From an optimization exercise on the open Yosys and OpenROAD flow, aimed at small area and a short achievable clock period; shortcuts taken in it are not production practice.
No run shown here included a check of the RTL's function; only the layout flow was run.

==> flow/config.mk <==
export PLATFORM = sky130hd
export DESIGN_NAME = int8_mac_tree
export DESIGN_NICKNAME = int8_mac_tree
export VERILOG_FILES = /design/flow/design.v
export SDC_FILE = /design/flow/constraint.sdc
export NUM_CORES = 4
export LEC_CHECK = 0
export CAP_MARGIN = 20
export CORE_MARGIN = 2
export CORE_UTILIZATION = 65
export SLEW_MARGIN = 20
export SYNTH_HIERARCHICAL = 1
export SYNTH_MINIMUM_KEEP_SIZE = 0
==> flow/constraint.sdc <==
create_clock -name core_clock -period 12.0 [get_ports {clk}]
set_input_delay 2.4000 -clock core_clock [delete_from_list [all_inputs] [get_ports {clk}]]
set_output_delay 2.4000 -clock core_clock [all_outputs]
set_load 0.01 [all_outputs]
==> flow/design.v <==
module multiplier_8bit (
    input signed [7:0] A,
    input signed [7:0] B,
    output signed [15:0] P
);
    wire pp1;
    assign pp1 = A[0] & B[0];
    wire pp2;
    assign pp2 = A[0] & B[1];
    wire pp3;
    assign pp3 = A[0] & B[2];
    wire pp4;
    assign pp4 = A[0] & B[3];
    wire pp5;
    assign pp5 = A[0] & B[4];
    wire pp6;
    assign pp6 = A[0] & B[5];
    wire pp7;
    assign pp7 = A[0] & B[6];
    wire pp8;
    assign pp8 = ~(A[0] & B[7]);
    wire pp9;
    assign pp9 = A[1] & B[0];
    wire pp10;
    assign pp10 = A[1] & B[1];
    wire pp11;
    assign pp11 = A[1] & B[2];
    wire pp12;
    assign pp12 = A[1] & B[3];
    wire pp13;
    assign pp13 = A[1] & B[4];
    wire pp14;
    assign pp14 = A[1] & B[5];
    wire pp15;
    assign pp15 = A[1] & B[6];
    wire pp16;
    assign pp16 = ~(A[1] & B[7]);
    wire pp17;
    assign pp17 = A[2] & B[0];
    wire pp18;
    assign pp18 = A[2] & B[1];
    wire pp19;
    assign pp19 = A[2] & B[2];
    wire pp20;
    assign pp20 = A[2] & B[3];
    wire pp21;
    assign pp21 = A[2] & B[4];
    wire pp22;
    assign pp22 = A[2] & B[5];
    wire pp23;
    assign pp23 = A[2] & B[6];
    wire pp24;
    assign pp24 = ~(A[2] & B[7]);
    wire pp25;
    assign pp25 = A[3] & B[0];
    wire pp26;
    assign pp26 = A[3] & B[1];
    wire pp27;
    assign pp27 = A[3] & B[2];
    wire pp28;
    assign pp28 = A[3] & B[3];
    wire pp29;
    assign pp29 = A[3] & B[4];
    wire pp30;
    assign pp30 = A[3] & B[5];
    wire pp31;
    assign pp31 = A[3] & B[6];
    wire pp32;
    assign pp32 = ~(A[3] & B[7]);
    wire pp33;
    assign pp33 = A[4] & B[0];
    wire pp34;
    assign pp34 = A[4] & B[1];
    wire pp35;
    assign pp35 = A[4] & B[2];
    wire pp36;
    assign pp36 = A[4] & B[3];
    wire pp37;
    assign pp37 = A[4] & B[4];
    wire pp38;
    assign pp38 = A[4] & B[5];
    wire pp39;
    assign pp39 = A[4] & B[6];
    wire pp40;
    assign pp40 = ~(A[4] & B[7]);
    wire pp41;
    assign pp41 = A[5] & B[0];
    wire pp42;
    assign pp42 = A[5] & B[1];
    wire pp43;
    assign pp43 = A[5] & B[2];
    wire pp44;
    assign pp44 = A[5] & B[3];
    wire pp45;
    assign pp45 = A[5] & B[4];
    wire pp46;
    assign pp46 = A[5] & B[5];
    wire pp47;
    assign pp47 = A[5] & B[6];
    wire pp48;
    assign pp48 = ~(A[5] & B[7]);
    wire pp49;
    assign pp49 = A[6] & B[0];
    wire pp50;
    assign pp50 = A[6] & B[1];
    wire pp51;
    assign pp51 = A[6] & B[2];
    wire pp52;
    assign pp52 = A[6] & B[3];
    wire pp53;
    assign pp53 = A[6] & B[4];
    wire pp54;
    assign pp54 = A[6] & B[5];
    wire pp55;
    assign pp55 = A[6] & B[6];
    wire pp56;
    assign pp56 = ~(A[6] & B[7]);
    wire pp57;
    assign pp57 = ~(A[7] & B[0]);
    wire pp58;
    assign pp58 = ~(A[7] & B[1]);
    wire pp59;
    assign pp59 = ~(A[7] & B[2]);
    wire pp60;
    assign pp60 = ~(A[7] & B[3]);
    wire pp61;
    assign pp61 = ~(A[7] & B[4]);
    wire pp62;
    assign pp62 = ~(A[7] & B[5]);
    wire pp63;
    assign pp63 = ~(A[7] & B[6]);
    wire pp64;
    assign pp64 = A[7] & B[7];
    wire s65;
    wire c66;
    ha_cell u67 (.a(pp7), .b(pp14), .s(s65), .co(c66));
    wire s68;
    wire c69;
    fa_cell u70 (.a(pp8), .b(pp15), .c(pp22), .s(s68), .co(c69));
    wire s71;
    wire c72;
    ha_cell u73 (.a(pp29), .b(pp36), .s(s71), .co(c72));
    wire s74;
    wire c75;
    fa_cell u76 (.a(1'b1), .b(pp16), .c(pp23), .s(s74), .co(c75));
    wire s77;
    wire c78;
    fa_cell u79 (.a(pp30), .b(pp37), .c(pp44), .s(s77), .co(c78));
    wire s80;
    wire c81;
    fa_cell u82 (.a(pp24), .b(pp31), .c(pp38), .s(s80), .co(c81));
    wire s83;
    wire c84;
    ha_cell u85 (.a(pp5), .b(pp12), .s(s83), .co(c84));
    wire s86;
    wire c87;
    fa_cell u88 (.a(pp6), .b(pp13), .c(pp20), .s(s86), .co(c87));
    wire s89;
    wire c90;
    ha_cell u91 (.a(pp27), .b(pp34), .s(s89), .co(c90));
    wire s92;
    wire c93;
    fa_cell u94 (.a(pp21), .b(pp28), .c(pp35), .s(s92), .co(c93));
    wire s95;
    wire c96;
    fa_cell u97 (.a(pp42), .b(pp49), .c(s65), .s(s95), .co(c96));
    wire s98;
    wire c99;
    fa_cell u100 (.a(pp43), .b(pp50), .c(pp57), .s(s98), .co(c99));
    wire s101;
    wire c102;
    fa_cell u103 (.a(c66), .b(s71), .c(s68), .s(s101), .co(c102));
    wire s104;
    wire c105;
    fa_cell u106 (.a(pp51), .b(pp58), .c(c72), .s(s104), .co(c105));
    wire s107;
    wire c108;
    fa_cell u109 (.a(c69), .b(s74), .c(s77), .s(s107), .co(c108));
    wire s110;
    wire c111;
    fa_cell u112 (.a(pp45), .b(pp52), .c(pp59), .s(s110), .co(c111));
    wire s113;
    wire c114;
    fa_cell u115 (.a(c75), .b(c78), .c(s80), .s(s113), .co(c114));
    wire s116;
    wire c117;
    fa_cell u118 (.a(pp32), .b(pp39), .c(pp46), .s(s116), .co(c117));
    wire s119;
    wire c120;
    fa_cell u121 (.a(pp53), .b(pp60), .c(c81), .s(s119), .co(c120));
    wire s122;
    wire c123;
    fa_cell u124 (.a(pp40), .b(pp47), .c(pp54), .s(s122), .co(c123));
    wire s125;
    wire c126;
    ha_cell u127 (.a(pp4), .b(pp11), .s(s125), .co(c126));
    wire s128;
    wire c129;
    fa_cell u130 (.a(pp19), .b(pp26), .c(pp33), .s(s128), .co(c129));
    wire s131;
    wire c132;
    fa_cell u133 (.a(pp41), .b(c84), .c(s89), .s(s131), .co(c132));
    wire s134;
    wire c135;
    fa_cell u136 (.a(c90), .b(c87), .c(s92), .s(s134), .co(c135));
    wire s137;
    wire c138;
    fa_cell u139 (.a(c93), .b(s98), .c(c96), .s(s137), .co(c138));
    wire s140;
    wire c141;
    fa_cell u142 (.a(c99), .b(s104), .c(c102), .s(s140), .co(c141));
    wire s143;
    wire c144;
    fa_cell u145 (.a(s110), .b(c105), .c(c108), .s(s143), .co(c144));
    wire s146;
    wire c147;
    fa_cell u148 (.a(c111), .b(s116), .c(s119), .s(s146), .co(c147));
    wire s149;
    wire c150;
    fa_cell u151 (.a(pp61), .b(c117), .c(s122), .s(s149), .co(c150));
    wire s152;
    wire c153;
    fa_cell u154 (.a(pp48), .b(pp55), .c(pp62), .s(s152), .co(c153));
    wire s155;
    wire c156;
    ha_cell u157 (.a(pp3), .b(pp10), .s(s155), .co(c156));
    wire s158;
    wire c159;
    fa_cell u160 (.a(pp18), .b(pp25), .c(s125), .s(s158), .co(c159));
    wire s161;
    wire c162;
    fa_cell u163 (.a(c126), .b(s83), .c(s128), .s(s161), .co(c162));
    wire s164;
    wire c165;
    fa_cell u166 (.a(c129), .b(s86), .c(s131), .s(s164), .co(c165));
    wire s167;
    wire c168;
    fa_cell u169 (.a(c132), .b(s95), .c(s134), .s(s167), .co(c168));
    wire s170;
    wire c171;
    fa_cell u172 (.a(c135), .b(s101), .c(s137), .s(s170), .co(c171));
    wire s173;
    wire c174;
    fa_cell u175 (.a(s107), .b(c138), .c(s140), .s(s173), .co(c174));
    wire s176;
    wire c177;
    fa_cell u178 (.a(s113), .b(c141), .c(s143), .s(s176), .co(c177));
    wire s179;
    wire c180;
    fa_cell u181 (.a(c114), .b(c144), .c(s146), .s(s179), .co(c180));
    wire s182;
    wire c183;
    fa_cell u184 (.a(c120), .b(s149), .c(c147), .s(s182), .co(c183));
    wire s185;
    wire c186;
    fa_cell u187 (.a(c123), .b(s152), .c(c150), .s(s185), .co(c186));
    wire s188;
    wire c189;
    fa_cell u190 (.a(pp56), .b(pp63), .c(c153), .s(s188), .co(c189));
    wire s191;
    wire c192;
    ha_cell u193 (.a(pp2), .b(pp9), .s(s191), .co(c192));
    wire s194;
    wire c195;
    fa_cell u196 (.a(pp17), .b(c192), .c(s155), .s(s194), .co(c195));
    wire s197;
    wire c198;
    fa_cell u199 (.a(c156), .b(c195), .c(s158), .s(s197), .co(c198));
    wire s200;
    wire c201;
    fa_cell u202 (.a(c159), .b(s161), .c(c198), .s(s200), .co(c201));
    wire s203;
    wire c204;
    ha_cell u205 (.a(c162), .b(s164), .s(s203), .co(c204));
    wire s206;
    wire c207;
    ha_cell u208 (.a(c165), .b(s167), .s(s206), .co(c207));
    wire s209;
    wire c210;
    ha_cell u211 (.a(c168), .b(s170), .s(s209), .co(c210));
    wire s212;
    wire c213;
    ha_cell u214 (.a(c171), .b(s173), .s(s212), .co(c213));
    wire s215;
    wire c216;
    ha_cell u217 (.a(c174), .b(s176), .s(s215), .co(c216));
    wire s218;
    wire c219;
    ha_cell u220 (.a(c177), .b(s179), .s(s218), .co(c219));
    wire s221;
    wire c222;
    ha_cell u223 (.a(c180), .b(s182), .s(s221), .co(c222));
    wire s224;
    wire c225;
    ha_cell u226 (.a(c183), .b(s185), .s(s224), .co(c225));
    wire s227;
    wire c228;
    ha_cell u229 (.a(c186), .b(s188), .s(s227), .co(c228));
    wire s230;
    wire c231;
    ha_cell u232 (.a(pp64), .b(c189), .s(s230), .co(c231));
    wire g233;
    wire p234;
    assign g233 = 1'b1 & 1'b0;
    assign p234 = 1'b1 ^ 1'b0;
    wire g235;
    assign g235 = c204 | (s203 & c201);
    wire G236;
    assign G236 = c207 | (s206 & g235);
    wire P237;
    assign P237 = s206 & s203;
    wire G238;
    assign G238 = c213 | (s212 & c210);
    wire P239;
    assign P239 = s212 & s209;
    wire G240;
    assign G240 = c219 | (s218 & c216);
    wire P241;
    assign P241 = s218 & s215;
    wire G242;
    assign G242 = c225 | (s224 & c222);
    wire P243;
    assign P243 = s224 & s221;
    wire G244;
    assign G244 = c231 | (s230 & c228);
    wire P245;
    assign P245 = s230 & s227;
    wire G246;
    assign G246 = c210 | (s209 & G236);
    wire P247;
    assign P247 = s209 & P237;
    wire G248;
    assign G248 = G238 | (P239 & G236);
    wire P249;
    assign P249 = P239 & P237;
    wire G250;
    assign G250 = c222 | (s221 & G240);
    wire P251;
    assign P251 = s221 & P241;
    wire G252;
    assign G252 = G242 | (P243 & G240);
    wire P253;
    assign P253 = P243 & P241;
    wire G254;
    assign G254 = g233 | (p234 & G244);
    wire P255;
    assign P255 = p234 & P245;
    wire G256;
    assign G256 = c216 | (s215 & G248);
    wire P257;
    assign P257 = s215 & P249;
    wire G258;
    assign G258 = G240 | (P241 & G248);
    wire P259;
    assign P259 = P241 & P249;
    wire G260;
    assign G260 = G250 | (P251 & G248);
    wire P261;
    assign P261 = P251 & P249;
    wire G262;
    assign G262 = G252 | (P253 & G248);
    wire P263;
    assign P263 = P253 & P249;
    wire G264;
    assign G264 = c228 | (s227 & G262);
    wire P265;
    assign P265 = s227 & P263;
    wire G266;
    assign G266 = G244 | (P245 & G262);
    wire P267;
    assign P267 = P245 & P263;
    wire G268;
    assign G268 = G254 | (P255 & G262);
    wire P269;
    assign P269 = P255 & P263;
    wire sum270;
    assign sum270 = s203 ^ c201;
    wire sum271;
    assign sum271 = s206 ^ g235;
    wire sum272;
    assign sum272 = s209 ^ G236;
    wire sum273;
    assign sum273 = s212 ^ G246;
    wire sum274;
    assign sum274 = s215 ^ G248;
    wire sum275;
    assign sum275 = s218 ^ G256;
    wire sum276;
    assign sum276 = s221 ^ G258;
    wire sum277;
    assign sum277 = s224 ^ G260;
    wire sum278;
    assign sum278 = s227 ^ G262;
    wire sum279;
    assign sum279 = s230 ^ G264;
    wire sum280;
    assign sum280 = p234 ^ G266;
    assign P = {sum280, sum279, sum278, sum277, sum276, sum275, sum274, sum273, sum272, sum271, sum270, s200, s197, s194, s191, pp1};
endmodule
module adder_16bit (
    input signed [15:0] A,
    input signed [15:0] B,
    input signed [15:0] C,
    input signed [15:0] D,
    output signed [17:0] S
);
    wire s1;
    wire c2;
    ha_cell u3 (.a(A[0]), .b(B[0]), .s(s1), .co(c2));
    wire s4;
    wire c5;
    fa_cell u6 (.a(A[1]), .b(B[1]), .c(C[1]), .s(s4), .co(c5));
    wire s7;
    wire c8;
    fa_cell u9 (.a(A[2]), .b(B[2]), .c(C[2]), .s(s7), .co(c8));
    wire s10;
    wire c11;
    fa_cell u12 (.a(A[3]), .b(B[3]), .c(C[3]), .s(s10), .co(c11));
    wire s13;
    wire c14;
    fa_cell u15 (.a(A[4]), .b(B[4]), .c(C[4]), .s(s13), .co(c14));
    wire s16;
    wire c17;
    fa_cell u18 (.a(A[5]), .b(B[5]), .c(C[5]), .s(s16), .co(c17));
    wire s19;
    wire c20;
    fa_cell u21 (.a(A[6]), .b(B[6]), .c(C[6]), .s(s19), .co(c20));
    wire s22;
    wire c23;
    fa_cell u24 (.a(A[7]), .b(B[7]), .c(C[7]), .s(s22), .co(c23));
    wire s25;
    wire c26;
    fa_cell u27 (.a(A[8]), .b(B[8]), .c(C[8]), .s(s25), .co(c26));
    wire s28;
    wire c29;
    fa_cell u30 (.a(A[9]), .b(B[9]), .c(C[9]), .s(s28), .co(c29));
    wire s31;
    wire c32;
    fa_cell u33 (.a(A[10]), .b(B[10]), .c(C[10]), .s(s31), .co(c32));
    wire s34;
    wire c35;
    fa_cell u36 (.a(A[11]), .b(B[11]), .c(C[11]), .s(s34), .co(c35));
    wire s37;
    wire c38;
    fa_cell u39 (.a(A[12]), .b(B[12]), .c(C[12]), .s(s37), .co(c38));
    wire s40;
    wire c41;
    fa_cell u42 (.a(A[13]), .b(B[13]), .c(C[13]), .s(s40), .co(c41));
    wire s43;
    wire c44;
    fa_cell u45 (.a(A[14]), .b(B[14]), .c(C[14]), .s(s43), .co(c44));
    wire s46;
    wire c47;
    fa_cell u48 (.a(~A[15]), .b(~B[15]), .c(~C[15]), .s(s46), .co(c47));
    wire s49;
    wire c50;
    ha_cell u51 (.a(C[0]), .b(D[0]), .s(s49), .co(c50));
    wire s52;
    wire c53;
    fa_cell u54 (.a(D[1]), .b(c2), .c(s4), .s(s52), .co(c53));
    wire s55;
    wire c56;
    fa_cell u57 (.a(D[2]), .b(c5), .c(s7), .s(s55), .co(c56));
    wire s58;
    wire c59;
    fa_cell u60 (.a(D[3]), .b(c8), .c(s10), .s(s58), .co(c59));
    wire s61;
    wire c62;
    fa_cell u63 (.a(D[4]), .b(c11), .c(s13), .s(s61), .co(c62));
    wire s64;
    wire c65;
    fa_cell u66 (.a(D[5]), .b(c14), .c(s16), .s(s64), .co(c65));
    wire s67;
    wire c68;
    fa_cell u69 (.a(D[6]), .b(c17), .c(s19), .s(s67), .co(c68));
    wire s70;
    wire c71;
    fa_cell u72 (.a(D[7]), .b(c20), .c(s22), .s(s70), .co(c71));
    wire s73;
    wire c74;
    fa_cell u75 (.a(D[8]), .b(c23), .c(s25), .s(s73), .co(c74));
    wire s76;
    wire c77;
    fa_cell u78 (.a(D[9]), .b(c26), .c(s28), .s(s76), .co(c77));
    wire s79;
    wire c80;
    fa_cell u81 (.a(D[10]), .b(c29), .c(s31), .s(s79), .co(c80));
    wire s82;
    wire c83;
    fa_cell u84 (.a(D[11]), .b(c32), .c(s34), .s(s82), .co(c83));
    wire s85;
    wire c86;
    fa_cell u87 (.a(D[12]), .b(c35), .c(s37), .s(s85), .co(c86));
    wire s88;
    wire c89;
    fa_cell u90 (.a(D[13]), .b(c38), .c(s40), .s(s88), .co(c89));
    wire s91;
    wire c92;
    fa_cell u93 (.a(D[14]), .b(c41), .c(s43), .s(s91), .co(c92));
    wire s94;
    wire c95;
    fa_cell u96 (.a(~D[15]), .b(c44), .c(s46), .s(s94), .co(c95));
    wire [17:0] va97;
    wire [17:0] vb98;
    wire [17:0] vs99;
    assign va97 = {1'b1, c47, c92, c89, c86, c83, c80, c77, c74, c71, c68, c65, c62, c59, c56, c53, c50, s1};
    assign vb98 = {1'b0, c95, s94, s91, s88, s85, s82, s79, s76, s73, s70, s67, s64, s61, s58, s55, s52, s49};
    assign vs99 = va97 + vb98;
    assign S = {vs99[17], vs99[16], vs99[15], vs99[14], vs99[13], vs99[12], vs99[11], vs99[10], vs99[9], vs99[8], vs99[7], vs99[6], vs99[5], vs99[4], vs99[3], vs99[2], vs99[1], vs99[0]};
endmodule
module fa_cell (
    input a,
    input b,
    input c,
    output s,
    output co
);
    assign s = a ^ b ^ c;
    assign co = (a & b) | (a & c) | (b & c);
endmodule
module ha_cell (
    input a,
    input b,
    output s,
    output co
);
    assign s = a ^ b;
    assign co = a & b;
endmodule
module hac_cell (
    input a,
    input b,
    output s,
    output co
);
    assign s = ~(a ^ b);
    assign co = a | b;
endmodule
module adder_18bit (
    input signed [17:0] A,
    input signed [17:0] B,
    output signed [18:0] S
);
    wire s1;
    wire c2;
    ha_cell u3 (.a(A[0]), .b(B[0]), .s(s1), .co(c2));
    wire s4;
    wire c5;
    ha_cell u6 (.a(A[1]), .b(B[1]), .s(s4), .co(c5));
    wire s7;
    wire c8;
    ha_cell u9 (.a(A[2]), .b(B[2]), .s(s7), .co(c8));
    wire s10;
    wire c11;
    ha_cell u12 (.a(A[3]), .b(B[3]), .s(s10), .co(c11));
    wire s13;
    wire c14;
    ha_cell u15 (.a(A[4]), .b(B[4]), .s(s13), .co(c14));
    wire s16;
    wire c17;
    ha_cell u18 (.a(A[5]), .b(B[5]), .s(s16), .co(c17));
    wire s19;
    wire c20;
    ha_cell u21 (.a(A[6]), .b(B[6]), .s(s19), .co(c20));
    wire s22;
    wire c23;
    ha_cell u24 (.a(A[7]), .b(B[7]), .s(s22), .co(c23));
    wire s25;
    wire c26;
    ha_cell u27 (.a(A[8]), .b(B[8]), .s(s25), .co(c26));
    wire s28;
    wire c29;
    ha_cell u30 (.a(A[9]), .b(B[9]), .s(s28), .co(c29));
    wire s31;
    wire c32;
    ha_cell u33 (.a(A[10]), .b(B[10]), .s(s31), .co(c32));
    wire s34;
    wire c35;
    ha_cell u36 (.a(A[11]), .b(B[11]), .s(s34), .co(c35));
    wire s37;
    wire c38;
    ha_cell u39 (.a(A[12]), .b(B[12]), .s(s37), .co(c38));
    wire s40;
    wire c41;
    ha_cell u42 (.a(A[13]), .b(B[13]), .s(s40), .co(c41));
    wire s43;
    wire c44;
    ha_cell u45 (.a(A[14]), .b(B[14]), .s(s43), .co(c44));
    wire s46;
    wire c47;
    ha_cell u48 (.a(A[15]), .b(B[15]), .s(s46), .co(c47));
    wire s49;
    wire c50;
    ha_cell u51 (.a(A[16]), .b(B[16]), .s(s49), .co(c50));
    wire s52;
    wire c53;
    ha_cell u54 (.a(A[17]), .b(B[17]), .s(s52), .co(c53));
    wire s55;
    wire c56;
    ha_cell u57 (.a(A[17]), .b(B[17]), .s(s55), .co(c56));
    wire G58;
    assign G58 = c5 | (s4 & c2);
    wire P59;
    assign P59 = s4 & s1;
    wire G60;
    assign G60 = c11 | (s10 & c8);
    wire P61;
    assign P61 = s10 & s7;
    wire G62;
    assign G62 = c17 | (s16 & c14);
    wire P63;
    assign P63 = s16 & s13;
    wire G64;
    assign G64 = c23 | (s22 & c20);
    wire P65;
    assign P65 = s22 & s19;
    wire G66;
    assign G66 = c29 | (s28 & c26);
    wire P67;
    assign P67 = s28 & s25;
    wire G68;
    assign G68 = c35 | (s34 & c32);
    wire P69;
    assign P69 = s34 & s31;
    wire G70;
    assign G70 = c41 | (s40 & c38);
    wire P71;
    assign P71 = s40 & s37;
    wire G72;
    assign G72 = c47 | (s46 & c44);
    wire P73;
    assign P73 = s46 & s43;
    wire G74;
    assign G74 = c53 | (s52 & c50);
    wire P75;
    assign P75 = s52 & s49;
    wire G76;
    assign G76 = G60 | (P61 & G58);
    wire P77;
    assign P77 = P61 & P59;
    wire G78;
    assign G78 = G64 | (P65 & G62);
    wire P79;
    assign P79 = P65 & P63;
    wire G80;
    assign G80 = G68 | (P69 & G66);
    wire P81;
    assign P81 = P69 & P67;
    wire G82;
    assign G82 = G72 | (P73 & G70);
    wire P83;
    assign P83 = P73 & P71;
    wire G84;
    assign G84 = G78 | (P79 & G76);
    wire P85;
    assign P85 = P79 & P77;
    wire G86;
    assign G86 = G82 | (P83 & G80);
    wire P87;
    assign P87 = P83 & P81;
    wire G88;
    assign G88 = G86 | (P87 & G84);
    wire P89;
    assign P89 = P87 & P85;
    wire G90;
    assign G90 = G80 | (P81 & G84);
    wire P91;
    assign P91 = P81 & P85;
    wire G92;
    assign G92 = G62 | (P63 & G76);
    wire P93;
    assign P93 = P63 & P77;
    wire G94;
    assign G94 = G66 | (P67 & G84);
    wire P95;
    assign P95 = P67 & P85;
    wire G96;
    assign G96 = G70 | (P71 & G90);
    wire P97;
    assign P97 = P71 & P91;
    wire G98;
    assign G98 = G74 | (P75 & G88);
    wire P99;
    assign P99 = P75 & P89;
    wire G100;
    assign G100 = c8 | (s7 & G58);
    wire P101;
    assign P101 = s7 & P59;
    wire G102;
    assign G102 = c14 | (s13 & G76);
    wire P103;
    assign P103 = s13 & P77;
    wire G104;
    assign G104 = c20 | (s19 & G92);
    wire P105;
    assign P105 = s19 & P93;
    wire G106;
    assign G106 = c26 | (s25 & G84);
    wire P107;
    assign P107 = s25 & P85;
    wire G108;
    assign G108 = c32 | (s31 & G94);
    wire P109;
    assign P109 = s31 & P95;
    wire G110;
    assign G110 = c38 | (s37 & G90);
    wire P111;
    assign P111 = s37 & P91;
    wire G112;
    assign G112 = c44 | (s43 & G96);
    wire P113;
    assign P113 = s43 & P97;
    wire G114;
    assign G114 = c50 | (s49 & G88);
    wire P115;
    assign P115 = s49 & P89;
    wire G116;
    assign G116 = c56 | (s55 & G98);
    wire P117;
    assign P117 = s55 & P99;
    wire sum118;
    assign sum118 = s4 ^ c2;
    wire sum119;
    assign sum119 = s7 ^ G58;
    wire sum120;
    assign sum120 = s10 ^ G100;
    wire sum121;
    assign sum121 = s13 ^ G76;
    wire sum122;
    assign sum122 = s16 ^ G102;
    wire sum123;
    assign sum123 = s19 ^ G92;
    wire sum124;
    assign sum124 = s22 ^ G104;
    wire sum125;
    assign sum125 = s25 ^ G84;
    wire sum126;
    assign sum126 = s28 ^ G106;
    wire sum127;
    assign sum127 = s31 ^ G94;
    wire sum128;
    assign sum128 = s34 ^ G108;
    wire sum129;
    assign sum129 = s37 ^ G90;
    wire sum130;
    assign sum130 = s40 ^ G110;
    wire sum131;
    assign sum131 = s43 ^ G96;
    wire sum132;
    assign sum132 = s46 ^ G112;
    wire sum133;
    assign sum133 = s49 ^ G88;
    wire sum134;
    assign sum134 = s52 ^ G114;
    wire sum135;
    assign sum135 = s55 ^ G98;
    assign S = {sum135, sum134, sum133, sum132, sum131, sum130, sum129, sum128, sum127, sum126, sum125, sum124, sum123, sum122, sum121, sum120, sum119, sum118, s1};
endmodule
module int8_mac_tree (
    input clk,  
    input reset,  
    input signed [7:0] in0,
    input signed [7:0] in1,
    input signed [7:0] in2,
    input signed [7:0] in3,
    input signed [7:0] in4,
    input signed [7:0] in5,
    input signed [7:0] in6,
    input signed [7:0] in7,
    input signed [7:0] in8,
    input signed [7:0] in9,
    input signed [7:0] in10,
    input signed [7:0] in11,
    input signed [7:0] in12,
    input signed [7:0] in13,
    input signed [7:0] in14,
    input signed [7:0] in15,
    output signed [31:0] out,
    output reg signed [15:0] prod0, prod1, prod2, prod3, prod4, prod5, prod6, prod7,
    output signed [17:0] sum_level2_0, sum_level2_1
);
    wire signed [15:0] p0, p1, p2, p3, p4, p5, p6, p7;
    multiplier_8bit mul0 (.A(in0),  .B(in1),  .P(p0));
    multiplier_8bit mul1 (.A(in2),  .B(in3),  .P(p1));
    multiplier_8bit mul2 (.A(in4),  .B(in5),  .P(p2));
    multiplier_8bit mul3 (.A(in6),  .B(in7),  .P(p3));
    multiplier_8bit mul4 (.A(in8),  .B(in9),  .P(p4));
    multiplier_8bit mul5 (.A(in10), .B(in11), .P(p5));
    multiplier_8bit mul6 (.A(in12), .B(in13), .P(p6));
    multiplier_8bit mul7 (.A(in14), .B(in15), .P(p7));
    always @(posedge clk or posedge reset) begin
        if (reset) begin
            prod0 <= 16'h0; prod1 <= 16'h0; prod2 <= 16'h0; prod3 <= 16'h0;
            prod4 <= 16'h0; prod5 <= 16'h0; prod6 <= 16'h0; prod7 <= 16'h0;
        end else begin
            prod0 <= p0; prod1 <= p1; prod2 <= p2; prod3 <= p3;
            prod4 <= p4; prod5 <= p5; prod6 <= p6; prod7 <= p7;
        end
    end
    adder_16bit sum0 (.A(prod0), .B(prod1), .C(prod2), .D(prod3), .S(sum_level2_0));
    adder_16bit sum1 (.A(prod4), .B(prod5), .C(prod6), .D(prod7), .S(sum_level2_1));
    reg signed [18:0] out_r;
    wire signed [18:0] out_sum;
    adder_18bit add_final (.A(sum_level2_0), .B(sum_level2_1), .S(out_sum));
    always @(posedge clk or posedge reset) begin
        if (reset)
            out_r <= 19'h0;
        else
            out_r <= out_sum;
    end
    assign out = out_r;
endmodule
==> flow/flow/run.sh <==
#!/bin/bash
# Standard layout, with the port buffers made from a plain buffer cell
# instead of the delay buffer buffer_ports picks on its own, and timing
# repair aiming at a setup slack of 6.0 ns.
set -euo pipefail
export BUFFER_PORTS_ARGS="-buffer_cell sky130_fd_sc_hd__buf_1"
bash standard.sh SETUP_SLACK_MARGIN=6.0 finish > standard.log 2>&1
==> flow/standard.sh <==
#!/bin/bash
# synth_recipe.tcl (not shown) runs the flow's synth.tcl, then flattens the netlist and writes it again
# the make line also repeats each setting of config.mk as NAME=value (left out here)
make -C /OpenROAD-flow-scripts/flow DESIGN_CONFIG=/design/flow/config.mk WORK_HOME=/design/flow/orfs CLKGATE_MAP_FILE= SYNTH_SCRIPT=/design/flow/synth_recipe.tcl "${@:-finish}"
==> summary.md, run 1 <==
| Metric | Value |
|---|---|
| Outcome | finished clean |
| Tot GR Track Use | between 30% and 40% |
| Starting Density | approximately two thirds |
| Share of the synthesized area in the top cell type | 34.9% |
| Final slew viol count | 0 |
| Drt drc | 0 |
| Initial DRC Count | around 830 |
| DR top layer | met5 |
| Worst R2R Path Depth | 18 |
| Fillers | approximately 2500 |
| Final min period | around 6.0 ns |
| Max clock buf depth | 2 |
| Post-synth cell types | 44 |
| Die Wd | roughly 190 um |
| Post-Synthesis Cell Area | 21500 sq um |
| CTS tree | yes |
| Hold depth | 3 |
| DR vias/cell | around 5.7 |
| Fmax | 0.166 GHz |
| Site Rows | 66 |
| Largest area contributor in the netlist | fa_1 |
| Post-synthesis net count | 2731 |
| Io pins | 326 |
| WL per Instance | ~20 um |
| Post-synth top flop | dfrtp_1 |
| Most frequent cells after synthesis | and2_1, fa_1, ha_1, nand2_1, buf_4 |
| Hold_ws | roughly 0.82 ns |
| Placer Congestion | roughly 0.94 |
| Synth Instances | a little under 2000 |
| CTS Buf Count | 17 |
| Final Util | 71.4% |
| Crit Path Max Fanout | 4 |
| Area grow syn2layout | 8.20% |
| Root Buffer | clkbuf_16 |
| Drt pass-1 iters | 5 |
| Pin count of the biggest net entering global routing | 65 |
| Synthesized area per cell | roughly 11 sq um |
| #FFs+latches synth | 147 |
| Buf+Inv Stages, Crit Path | 2 |
| Yosys warning count | 7 |
| WL final | roughly 53000 um |
| CP peak stage delay | around 0.57 ns |
| Crit path arrival time | ~3.6 ns |
| IO Port Bufs | ~330 |
| Clk sinks | 147 |
| EDFF count, synth | 0 |
| Die area | roughly 35000 sq um |
| Max_cap viols | 0 |
| Initial antenna violation count | 1 |
| Fin Setup TNS | 0 ns |
| Asr flop ratio synth | 100% |
| Setup crit start kind | flop |
| Die height | 186 um |
| H-tree levels | 4 |
| Slew at the pin closest to its max-slew limit | ~0.86 ns |
| Final Hold Viols | 0 |
| Post-DP HPWL | 45100 um |
| RSZ-0062 raised after global routing | true |
| Worst hold path type | reg2reg |
| Core area | between 30000 and 40000 sq um |
| First-pass GRT wire length | roughly 83000 um |
| Met2 wire length | 24300 um |
| Clock skew | around 0.011 ns |
| Gr ovfl total | 0 |
| Crit. End Element | output pin |
| Most used cell, CP | fa_1 |
| Vias | 15200 |
| # setup viols final | 0 |
| Share of cells above drive strength 1 | under 10% |
| Met3 routed WL | slightly above 4000 um |
| Slew headroom | between 40% and 50% |
| Family with the most delay on the worst path | adder cells |
| WP depth | 10 |
| Cell Count, Final, Fillers Out | roughly 2600 |
| Reg clk slew, reported paths | about 0.060 ns |
| Sequential area share after synthesis | between 10% and 20% |
| Clock latency (worst-skew pair) | between 0.4 and 0.5 ns |
| Count leader, synth | and2_1 |
| DP Cell Count | ~2600 |
| Critical path class | reg2out |
| Fin nets | just under 3000 |
| Worst path slowest cell | fa_1 |
| Worst endpoint required time | 9.60 ns |
| Final Cycle Share | approximately 50% |
| Met1 wire length | roughly 23000 um |
| Top cells by area, synth | fa_1, dfrtp_1, ha_1 |
| CP Cell Sequence | fa_1 > fa_1 > ha_4 > o211ai_1 > o21ai_2 > buf_4 > nand3_2 > o311ai_4 > xnor2_1 > buf_2 |
| Antenna Nets Post-Route | 0 |
| Number of global-route vias before repair | between 15000 and 20000 |
==> final cells by class <==
class | count | area, sq um | share of cell area, %
antenna | 1 | 2.50 | 0.0108
clock buffer | 20 | 447 | 1.92
clock inverter | 11 | 130 | 0.560
inverter | 46 | 176 | 0.759
multi-input combinational | 1628 | 16800 | 72.1
sequential | 147 | 3690 | 15.9
tap | 442 | 553 | 2.38
timing repair buffer | 354 | 1480 | 6.39
==> final timing paths <==
kind                                    start             endpoint  slack, ns
max                        prod4[4]$_DFF_PP0_     sum_level2_1[13]       5.99
min reg2reg                prod5[0]$_DFF_PP0_   out_r[0]$_DFF_PP0_       0.82
max in group asynchronous               reset   prod4[2]$_DFF_PP0_       8.62
min                        prod5[0]$_DFF_PP0_   out_r[0]$_DFF_PP0_       0.82
min in group asynchronous               reset  prod1[15]$_DFF_PP0_       2.05
max reg2reg                prod4[4]$_DFF_PP0_  out_r[15]$_DFF_PP0_       7.35
==> per-module statistics from Yosys (local to each module, per instance) <==
module,cells inside,flip-flops and latches
ha_cell,1,0
adder_16bit,128,0
fa_cell,1,0
multiplier_8bit,119,0
int8_mac_tree,161,147
adder_18bit,85,0
==> cell usage in the layout, fill, tap and decap left out, types with 3 or more instances in the layout <==
cell,n
and2_1,400
fa_1,371
buf_1,297
ha_1,226
nand2_1,184
dfrtp_1,136
a21oi_1,82
nor2_1,60
xnor2_1,52
inv_1,45
buf_4,31
nor3_1,21
o211ai_1,20
o21ai_0,20
or2_2,17
clkbuf_16,17
o21a_1,16
clkbuf_2,16
a21o_1,14
a21oi_2,13
xor2_1,12
nor2b_1,12
dfrtp_2,11
buf_2,9
o21ai_1,8
mux2i_1,8
a221oi_1,8
conb_1,8
ha_2,8
ha_4,8
nand4_1,5
o21ai_2,5
clkinv_4,5
a211oi_2,4
nand2b_1,4
nand2b_4,3
a21oi_4,3
fa_2,3
==> logic make-up after synthesis <==
kind of cell / share of synthesized area [%]
adder cells (fa/ha/maj): 49.0
AO/OA/AOI/OAI: 6.16
buffers and inverters: 6.47
flip-flops: 17.1
AND/OR/NAND/NOR: 18.0
other: 0.140
XOR/XNOR: 2.73
multiplexers: 0.373
==> worst min-delay path: stages (launching register included) <==
cell     delay (ns)
dfrtp_1        0.36
ha_1           0.13
ha_1           0.17
ha_1           0.13
==> through the flow <==
stage	setup slack [ns]	cell area, sq um
global placement	5.82	22100
detailed placement	5.75	22100
floorplan	6.24	21500
CTS	5.94	22900
global route	5.90	23200
finish	5.99	23200
==> registers in the layout, indices dropped and copies added (netlist names) <==
| name | flops |
|---|---|
| out_r | 19 |
| prod0 | 16 |
| prod1 | 16 |
| prod2 | 16 |
| prod3 | 16 |
| prod4 | 16 |
| prod5 | 16 |
| prod6 | 16 |
| prod7 | 16 |
==> routing by layer <==
metal	global-route usage (%)	vias up
met5	0	-
met1	46.4	7717
met2	48.9	577
met4	10.3	2
met3	5.97	97
li1	-	6778
==> what timing repair did <==
action,4_1_cts,5_1_grt
endpoints found under the setup margin,19,25
pin swaps,17,19
setup buffers,14,13
gates cloned,0,0
gates resized for setup,47,61
hold buffers,0,0
==> inputs of run 2 (changes only) <==
--- a/flow/config.mk
+++ b/flow/config.mk
@@ -8,6 +8,7 @@
 export CAP_MARGIN = 20
 export CORE_MARGIN = 2
 export CORE_UTILIZATION = 65
+export CTS_BUF_LIST = sky130_fd_sc_hd__clkbuf_8
 export SLEW_MARGIN = 20
 export SYNTH_HIERARCHICAL = 1
 export SYNTH_MINIMUM_KEEP_SIZE = 0
==> run 2 against run 1 <==
Compared with the run above: worst setup slack worse by 0.039 ns; non-clock buffer count increased by 10; area after synthesis unchanged; utilization shrank 0.12 points.
==> summary.md, run 2 <==
| Metric | Value |
|---|---|
| Slew at the pin closest to its max-slew limit | 0.863 ns |
| Io pins | approximately 330 |
| Buf+Inv Stages, Crit Path | 1 |
| Post-Synthesis Cell Area | ~21000 sq um |
| Gr ovfl total | 0 |
| WL per Instance | 20.0 um |
| Sequential area share after synthesis | between 15 and 20% |
| Starting Density | ~66% |
| R2r endpoint | out_r[15]$_DFF_PP0_ |
| RSZ-0062 raised after global routing | true |
| Worst R2R Path Depth | 22 |
| Crit Path Max Fanout | 3 |
| Share of the synthesized area in the top cell type | a little over a third |
| Yosys warning count | 7 |
| Pin count of the biggest net entering global routing | 65 |
| Worst hold path type | reg2reg |
| Initial antenna violation count | 0 |
| Tot GR Track Use | 32.1% |
| Most common cell after layout, fill and taps aside | and2_1 |
| Fin Setup TNS | 0 ns |
| Final instance area | about 23000 sq um |
| Share of cells above drive strength 1 | 8.66% |
| Site Rows | 66 |
| Reg clk slew, reported paths | 0.09 ns |
| EDFF count, synth | 0 |
| Vias | ~15000 |
| # setup viols final | 0 |
| Worst endpoint required time | 9.60 ns |
| Placed cell area | between 20000 and 25000 sq um |
| Max FFs per register | 19 |
| Clock skew | between 0.01 and 0.015 ns |
| DR vias/cell | between 5 and 6 |
| Post-synthesis net count | around 2700 |
| CTS Buf Count | 17 |
| WL final | 53100 um |
| Commonest non-fill, non-tap cells in the layout | and2_1, fa_1, buf_1, ha_1, nand2_1 |
| Final Cycle Share | between 50% and 60% |
| Setup WS pre-CTS | 5.75 ns |
| Synth Instances | 1985 |
| Post-DP HPWL | about 45000 um |
| # diodes | 0 |
| H-tree levels | 4 |
| Fin worst setup slack | a little under 6 ns |
| Core area | approximately 33000 sq um |
| Post-CTS Hold Fix Bufs | 0 |
| Reg with most FFs | out_r |
| Drt drc | 0 |
| Die area | 34500 sq um |
| Largest area contributor in the netlist | fa_1 |
| Post-synth top flop | dfrtp_1 |
| Top cells by area, synth | fa_1, dfrtp_1, ha_1 |
| Crit path arrival time | about 3.7 ns |
| CP peak stage delay | 0.60 ns |
| IO Port Bufs | between 300 and 400 |
| Final Hold Viols | 0 |
| Hold depth | 3 |
| Outcome | finished clean |
| Clk sinks | 147 |
| Number of global-route vias before repair | about 16000 |
| Antenna Nets Post-Route | 0 |
| Area of the multi-input gates | between 15000 and 20000 sq um |
| First-pass GRT wire length | ~83000 um |
| CP Cell Sequence | fa_1 > fa_2 > ha_4 > a211oi_4 > o21ai_2 > o21a_1 > or3_4 > o311a_4 > buf_6 |
| Reg area | about 3700 sq um |
| Family with the most delay on the worst path | adder cells |
| Max clock buf depth | 2 |
| Root Buffer | clkbuf_8 |
| Fillers | between 2000 and 3000 |
| Most frequent cells after synthesis | and2_1, fa_1, ha_1, nand2_1, buf_4 |
| Worst path slowest cell | fa_2 |
| Count leader, synth | and2_1 |
| #FFs+latches synth | 147 |
| Setup crit start kind | flop |
| Critical path class | reg2out |
| Asr flop ratio synth | 100% |
| Drt pass-1 iters | 5 |
| Die height | 186 um |
| Synthesized area per cell | 10.8 sq um |
| Clock latency (worst-skew pair) | ~0.46 ns |
| Area grow syn2layout | 8.02% |
| Initial DRC Count | between 800 and 900 |
| Reg-to-reg startpoint | prod0[1]$_DFF_PP0_ |
| Flop2flop setup slack | about 7 ns |
| Hold path endpoint | out_r[0]$_DFF_PP0_ |
| Slew headroom | approximately 42% |
| Placer Congestion | 0.938 |
| Hold Startpoint | prod5[0]$_DFF_PP0_ |
| Final slew viol count | 0 |
| Max_cap viols | 0 |
| Crit. End Element | output pin |
| Fin nets | approximately 3000 |
| CTS tree | yes |
| Final min period | a little over 6 ns |
| Die Wd | 186 um |
| Fmax | 0.165 GHz |
| Post-synth cell types | between 40 and 50 |
-- run 2: timing repair --
action,4_1_cts,5_1_grt
setup endpoints to repair,20,25
endpoints found under the hold margin,0,0
buffers inserted,19,18
resized for setup,63,63
pin swaps,21,24
-- run 2: logic make-up after synthesis --
group | synth area share (%)
other | 0.140
adders and majority gates | 49.0
muxes | 0.373
xor gates and xnor gates | 2.73
and+or+nand+nor | 18.0
AOI/OAI and AO/OA | 6.16
buffers and inverters | 6.47
DFF | 17.1
-- run 2: worst max-delay path by stage --
stage	from	end	slack (ns)	depth (start not counted)
floorplan	in0[0]	prod0[14]$_DFF_PP0_	6.24	16
global placement	in3[2]	prod1[14]$_DFF_PP0_	5.82	16
detailed placement	in11[2]	prod5[14]$_DFF_PP0_	5.75	16
CTS	prod4[1]$_DFF_PP0_	sum_level2_1[14]	5.96	10
global route	prod0[1]$_DFF_PP0_	sum_level2_0[15]	5.84	9
finish	prod0[1]$_DFF_PP0_	sum_level2_0[15]	5.95	9
-- run 2: cell type report --
class,count,area share (%)
clock buffers,18,1.07
inverters,46,0.760
flip-flops and latches,147,15.9
clock inverters,13,0.593
repair buffers,364,6.78
multi-input cells,1628,72.5
well taps,442,2.38
-- run 2: worst register-to-register path: stages, from the launching register on --
cell and delay [ns]:
dfrtp_2 0.45, fa_1 0.52, fa_2 0.60, buf_4 0.13, inv_2 0.03, fa_2 0.33
nand2b_4 0.16, a21oi_4 0.19, buf_6 0.14, o21ai_2 0.07, xnor2_1 0.13, buf_4 0.15
buf_4 0.12, buf_4 0.12, ha_1 0.32, nand4_2 0.13, a211oi_2 0.30, nor3_1 0.11
o21a_1 0.22, o21ai_1 0.15, ha_1 0.16, nor2_1 0.05, xnor2_1 0.11
-- run 2: metrics by stage --
step                      hold slack [ns]  util, %  std cells
after global placement              0.796     67.8       2590
after detailed placement            0.807     67.8       2590
after floorplan                     0.927        -       1985
final                               0.825     71.3       2658
after CTS                           0.824     70.2       2640
after global routing                0.881     71.3       2658
-- run 2: routing by layer --
layer	vias to the layer above	part of all wire (%)	track usage, %
met4	0	3.2	9.86
met2	580	46	49.5
met3	90	7.6	6.28
li1	6792	-	-
met5	-	0	0
met1	7745	43	46.4
-- run 2: Yosys stat by module, one instance, submodules excluded --
module	copies in the design	cells inside	cell area, sq um
multiplier_8bit	8	119	737
int8_mac_tree	1	161	3780
adder_18bit	1	85	597
ha_cell	159	1	12.5
adder_16bit	2	128	885
fa_cell	372	1	20.0
==> inputs of run 3 (changes only) <==
==> flow/flow/run.sh (replaced) <==
#!/bin/bash
# Standard layout, with the port buffers made from a plain buffer cell
# instead of the delay buffer buffer_ports picks on its own, and timing
# repair aiming at a setup slack of 6.2 ns.
set -euo pipefail
export BUFFER_PORTS_ARGS="-buffer_cell sky130_fd_sc_hd__buf_1"
bash standard.sh SETUP_SLACK_MARGIN=6.2 finish > standard.log 2>&1
--- a/flow/config.mk
+++ b/flow/config.mk
@@ -8,7 +8,6 @@
 export CAP_MARGIN = 20
 export CORE_MARGIN = 2
 export CORE_UTILIZATION = 65
-export CTS_BUF_LIST = sky130_fd_sc_hd__clkbuf_8
 export SLEW_MARGIN = 20
 export SYNTH_HIERARCHICAL = 1
 export SYNTH_MINIMUM_KEEP_SIZE = 0
==> run 3 against run 2 <==
Compared with the run above: still clean on timing, DRC and antenna; design area increased by 2.8%; worst setup slack improved by 0.068 ns; fmax is 1.1% higher; utilization is 2.0 points higher; register-to-register slack improved by 0.06 ns; synthesized cell count is the same; critical path depth unchanged; highest routed layer is now met5.
==> summary.md, run 3 <==
| Metric | Value |
|---|---|
| Outcome | finished clean |
| Post-synthesis net count | between 2000 and 3000 |
| Hold path endpoint | out_r[0]$_DFF_PP0_ |
| Setup crit start kind | flop |
| Clock latency (worst-skew pair) | roughly 0.44 ns |
| # setup viols final | 0 |
| Placer Congestion | 0.938 |
| Fin nets | ~3000 |
| Pin count of the biggest net entering global routing | 65 |
| Share of cells above drive strength 1 | between 10% and 20% |
| Final instance area | ~24000 sq um |
| Worst R2R Path Depth | 22 |
| Placed cell area | roughly 22000 sq um |
| Final min period | roughly 6.0 ns |
| Max clock buf depth | 2 |
| Clk sinks | about 150 |
| Post-synth top flop | dfrtp_1 |
| Final Cycle Share | roughly half |
| Hold depth | 3 |
| #FFs+latches synth | ~150 |
| # diodes | 0 |
| Crit path arrival time | 3.58 ns |
| WL final | 53800 um |
| Largest area contributor in the netlist | fa_1 |
| EDFF count, synth | 0 |
| Area grow syn2layout | 11.0% |
| Crit. End Element | output pin |
| Die height | roughly 190 um |
| Clock skew | between 0.01 and 0.015 ns |
| Die area | between 30000 and 40000 sq um |
| CTS tree | yes |
| Sequential area share after synthesis | between 15 and 20% |
| Fin Setup TNS | 0 ns |
| R2r endpoint | out_r[15]$_DFF_PP0_ |
| Post-synth cell types | 44 |
| Reg with most FFs | out_r |
| Final slew viol count | 0 |
| Synth Instances | roughly 2000 |
| Die Wd | roughly 190 um |
| Count leader, synth | and2_1 |
| Reg-to-reg startpoint | prod0[1]$_DFF_PP0_ |
| Post-Synthesis Cell Area | 21500 sq um |
| Slew at the pin closest to its max-slew limit | 0.876 ns |
| Slew headroom | roughly two fifths |
| Most frequent cells after synthesis | and2_1, fa_1, ha_1, nand2_1, buf_4 |
| Root Buffer | clkbuf_16 |
| Post-CTS Hold Fix Bufs | 0 |
| H-tree levels | 4 |
| Yosys warning count | 7 |
| Gr ovfl total | 0 |
| Critical path class | reg2out |
| Worst hold path type | reg2reg |
| Io pins | around 330 |
| Final Hold Viols | 0 |
| Hold Startpoint | prod5[0]$_DFF_PP0_ |
| Post-DP HPWL | between 40000 and 50000 um |
| Initial antenna violation count | 1 |
| Worst endpoint required time | between 9 and 10 ns |
| Reg clk slew, reported paths | ~0.060 ns |
| Share of the synthesized area in the top cell type | between 30% and 40% |
| Fillers | about 2400 |
| Core area | 32500 sq um |
| Initial DRC Count | around 900 |
| RSZ-0062 raised after global routing | true |
| Drt pass-1 iters | 5 |
| Max FFs per register | 19 |
| IO Port Bufs | 325 |
| Crit Path Max Fanout | 3 |
| Max_cap viols | 0 |
| Antenna Nets Post-Route | 0 |
| Asr flop ratio synth | 100% |
| DR vias/cell | ~5.7 |
| First-pass GRT wire length | approximately 83000 um |
| Most common cell after layout, fill and taps aside | and2_1 |
| Flop2flop setup slack | roughly 7.2 ns |
| Starting Density | 66.0% |
| Vias | between 15000 and 20000 |
| Top cells by area, synth | fa_1, dfrtp_1, ha_1 |
| Site Rows | 66 |
| Drt drc | 0 |
| Commonest non-fill, non-tap cells in the layout | and2_1, fa_1, buf_1, ha_1, nand2_1 |
| CTS Buf Count | 17 |
| Synthesized area per cell | around 11 sq um |
| WL per Instance | between 20 and 25 um |
| Tot GR Track Use | 32.2% |
| Fmax | 0.167 GHz |
| Number of global-route vias before repair | around 16000 |
-- run 3: changes by cell type in the layout (fill, tap and decap cells not counted), sizes merged --
cell,before,now
clkbuf,24,80
inv,48,46
buf,358,327
-- run 3: area by class of cell --
| class | instances | area [sq um] | share of cell area (%) |
|---|---|---|---|
| clock inverters | 11 | 130 | 0.546 |
| well taps | 442 | 553 | 2.32 |
| inverters | 46 | 176 | 0.740 |
| flip-flops and latches | 147 | 3690 | 15.5 |
| multi-input cells | 1628 | 17000 | 71.2 |
| clock buffers | 20 | 447 | 1.87 |
| repair buffers | 387 | 1860 | 7.79 |
-- run 3: how the worst max path moves through the flow --
stage                             start             endpoint  slack (ns)  cells past startpoint
global placement                 in3[2]  prod1[14]$_DFF_PP0_        5.82                     16
finish               prod6[1]$_DFF_PP0_     sum_level2_1[15]        6.02                      9
floorplan                        in0[0]  prod0[14]$_DFF_PP0_        6.24                     16
detailed placement              in11[2]  prod5[14]$_DFF_PP0_        5.75                     16
CTS                  prod2[1]$_DFF_PP0_     sum_level2_0[11]        6.03                      9
global route        prod1[10]$_DFF_PP0_     sum_level2_0[11]        5.94                      9
-- run 3: per-layer routing --
layer | track usage (%) | wire length [um] | vias to the layer above
met5 | 0 | 13 | -
met4 | 9.89 | 1780 | 2
met3 | 6.08 | 4100 | 96
met2 | 49.9 | 25000 | 596
met1 | 46.4 | 22900 | 7776
li1 | - | - | 6843
-- run 3: Yosys stat by module, one instance, submodules excluded --
module           flops+latches  area (sq um)
int8_mac_tree              147          3780
adder_16bit                  0           885
multiplier_8bit              0           737
adder_18bit                  0           597
fa_cell                      0          20.0
ha_cell                      0          12.5
-- run 3: repair_timing --
item,4_1_cts,5_1_grt
endpoints found under the setup margin,25,40
setup buffers,27,33
pin swaps,33,59
endpoints found under the hold margin,0,0
gates resized for setup,102,163
-- run 3: worst max-delay path, stage by stage (launching register included) --
cell      delay, ns
dfrtp_1        0.41
fa_1           0.51
fa_1           0.56
ha_4           0.22
a211oi_2       0.22
o21ai_2        0.13
o21a_1         0.21
or3_4          0.35
o311a_4        0.37
buf_2          0.16
-- run 3: per-stage QoR --
step | util [%] | std cells | setup WS [ns] | hold slack [ns]
finish | 73.3 | 2681 | 6.02 | 0.822
floorplan | - | 1985 | 6.24 | 0.927
global route | 73.3 | 2681 | 5.94 | 0.862
CTS | 71.4 | 2648 | 6.03 | 0.811
detailed placement | 67.8 | 2590 | 5.75 | 0.807
global placement | 67.8 | 2590 | 5.82 | 0.796
-- run 3: cells by family after synthesis --
family                     after synthesis  synth area share, %
AOI/OAI and AO/OA                      212                 6.16
xor gates and xnor gates                67                 2.73
adders and majority gates              616                 49.0
buffers and inverters                  210                 6.47
DFF                                    147                 17.1
muxes                                    8                0.373
other                                    8                0.140
and+or+nand+nor                        717                 18.0

what the ideal ports hide:
How much do the figures lean on ideal ports? The routed layouts below were timed once more, with nothing changed but the port constraints. Step 1 assumes that a clkbuf_16 drives the clock port and a buf_2 every other input. Step 2 times the ports against the registers' clock, not the clock port: input delays grow and output delays shrink by t, the midpoint of the rising clock arrivals with the driver on. a / b / c = no drivers / after step 1 / after step 2; a / b = the first two.
| run | shift t [ns] | setup WS [ns] | clock arrival spread, ns | worst data-port slew with drivers (ns) |
|---|---|---|---|---|
| run 1 | 0.479 | 5.986 / 5.936 / 5.703 | 0.012 / 0.012 | 0.04 |
| run 2 | 0.502 | 5.947 / 5.902 / 5.693 | 0.014 / 0.015 | 0.04 |
| run 3 | 0.481 | 6.015 / 5.964 / 5.873 | 0.010 / 0.010 | 0.04 |
After both steps every run listed still meets setup and hold. For run 1, which loses most, drivers alone change the setup slack by -0.050 ns; drivers and shift together by -0.283 ns.
